This is an optimization exercise on Yosys and OpenROAD, whose aim is small area, a short achievable clock period and few clock cycles per item, not a production implementation.
Function was checked by simulation only, so behaviour that the tests miss may differ from the original.

==> flow/design.v (excerpt) <==
module aiGo(reset,clk,humanIn,enable,AIOut,finish,x,y);
input wire clk,enable;
input wire reset;
input wire [224:0] humanIn;
output wire [224:0] AIOut;
output wire finish;
output reg [3:0] x,y;
reg [224:0] AI;
reg fin, fin_o, firstIn;    
reg [4:0] ph;             
reg [4:0] wc;             
assign AIOut = AI;
assign finish = fin_o;
reg [134:0] Wh, Wa;       
reg [8:0] Wv;             
reg [14:0] nh, na;
integer k;
always @* begin
  nh = 15'd0; na = 15'd0;
  for (k = 5; k < 15; k = k + 1)
    if (ph + 5'd4 == k) begin
      nh = humanIn[k*15 +: 15];
      na = AI[k*15 +: 15];
    end
end
wire nv = (ph <= 5'd10);
reg [3:0] krow;
wire [134:0] E;
genvar gj;
generate for (gj = 0; gj < 135; gj = gj + 1) begin : gE
  assign E[gj] = ~Wh[gj] & ~Wa[gj] & Wv[gj/15];
end endgenerate
wire [2:0] fAa0, fHa0;
judgeChessForm jAa0(.o({Wa[64], Wa[63], Wa[62], Wa[61], 1'b0, 1'b0, 1'b0, 1'b0}), .e({E[64], E[63], E[62], E[61], 1'b0, 1'b0, 1'b0, 1'b0}), .t(fAa0));
judgeChessForm jHa0(.o({Wh[64], Wh[63], Wh[62], Wh[61], 1'b0, 1'b0, 1'b0, 1'b0}), .e({E[64], E[63], E[62], E[61], 1'b0, 1'b0, 1'b0, 1'b0}), .t(fHa0));
wire [2:0] fAb0, fHb0;
  ...
Settings: LEC_CHECK=0, CAP_MARGIN=35, CORE_MARGIN=2, CORE_UTILIZATION=35, PLACE_DENSITY=0.5, SLEW_MARGIN=35; clock period 14.0 ns.
standard.sh (not shown) runs the stock make flow with config.mk's settings and CLKGATE_MAP_FILE= SYNTH_SCRIPT=/design/flow/synth_recipe.tcl, a recipe that flattens the netlist after the stock synthesis.
==> flow/flow/run.sh <==
#!/bin/bash
# Layout flow: the standard ORFS flow (standard.sh) with two changes.
#  1. Synthesis is the standard flow's synthesis script unchanged, except that Yosys's final
#     technology mapping call (abc) uses flow/abc.script, an area-oriented ABC
#     script, in place of ORFS's. Registers are untouched: abc maps only the
#     combinational logic, after dfflibmap. ADDER_MAP_FILE is left empty, so
#     adders stay plain gates for ABC instead of being extracted into adder cells.
#  2. Timing repair (repair_timing, in floorplan, CTS and global routing) aims
#     for SETUP_SLACK_MARGIN ns of setup slack at the design's clock period.
# The SDC, the clock period and every other setting are the standard flow's.
# Each tool's full output: orfs/logs/... (per ORFS step) and flow_make.log here.
set -euo pipefail
W=$(pwd)
MARGIN=$(cat "$W/flow/margin.txt")
{
  echo 'proc abc {args} {'
  echo '  set i [lsearch -exact $args -script]'
  echo "  if {\$i >= 0} { lset args [expr {\$i + 1}] {$W/flow/abc.script} }"
  echo '  yosys abc {*}$args'
  echo '}'
  cat "$W/synth_recipe.tcl"
} > "$W/flow_synth.tcl"
bash "$W/standard.sh" SYNTH_SCRIPT="$W/flow_synth.tcl" ADDER_MAP_FILE= SETUP_SLACK_MARGIN="$MARGIN" finish > "$W/flow_make.log" 2>&1
==> flow/flow/abc.script <==
strash
dch -f
amap
topo
==> flow/flow/margin.txt <==
8.0
The first run finished with timing, DRC and antenna clean.
Testbench counts at the start, summed over its fixed seeds: cycles 27,392, moves 1,472.
Edit:
CAP_MARGIN = 20   (was 35)
CORE_UTILIZATION = 45   (was 35)
PLACE_DENSITY = 0.6   (was 0.5)
SLEW_MARGIN = 20   (was 35)
Effect: This time the run completed, yet does not pass: max-capacitance violations, max-slew violations. Clock-buffer cell count fell by 22. Non-clock buffer count came out lower by 88. Critical path depth decreases by 2.
Edit:
==> flow/flow/abc.script (replaced) <==
strash
dch -f
amap
topo
stime -c
buffer -c
upsize -c
dnsize -c
stime -c
==> flow/flow/margin.txt (replaced) <==
8.3
ABC_CLOCK_PERIOD_IN_PS = 3500   (was default)
CAP_MARGIN = 35   (was 20)
CORE_UTILIZATION = 35   (was 45)
PLACE_DENSITY = 0.5   (was 0.6)
SLEW_MARGIN = 35   (was 20)
The changed run went through all stages and came out clean.
Global-route usage is lower by 11 points.
Via count is lower by a few percent.
Edit:
==> flow/flow/margin.txt (replaced) <==
8.0
ABC_CLOCK_PERIOD_IN_PS = 4500   (was 3500)
CAP_MARGIN = 20   (was 35)
SLEW_MARGIN = 20   (was 35)
=> Synthesized area stays the same; die area does not change; wire length hardly moves; synthesized cell count stays the same; non-clock buffer count decreases by 19; core utilization goes down by 0.26 points; first-iteration DRC count grows by 2.2%.

afterwards: timing with drivers on the ports:
How much do the figures lean on ideal ports? The routed layouts below were timed once more, with nothing changed but the port constraints.
Step 1, drivers: a clkbuf_16 drives clk and a buf_2 each remaining input, both assumed.
Step 2 also shifts input and output timing later by t, the mid clock arrival at the registers, as if the neighbouring blocks saw the same clock.
Three values: ideal, step 1, step 2; two values: the first two.
| run | shift t [ns] | slack for setup (ns) | worst setup path after step 2 |
|---|---|---|---|
| the first run | 1.034 | 7.719 / 7.719 / 7.719 | register to register |
| the second run | 1.031 | 7.516 / 7.516 / 7.340 | input to register |
| the third run | 1.083 | 8.323 / 8.323 / 7.873 | input to register |
| the fourth run | 1.067 | 8.059 / 8.059 / 7.528 | input to register |
The setup slack of the fourth run, which loses most, moves by 0.000 ns with the drivers and by -0.531 ns with both steps.
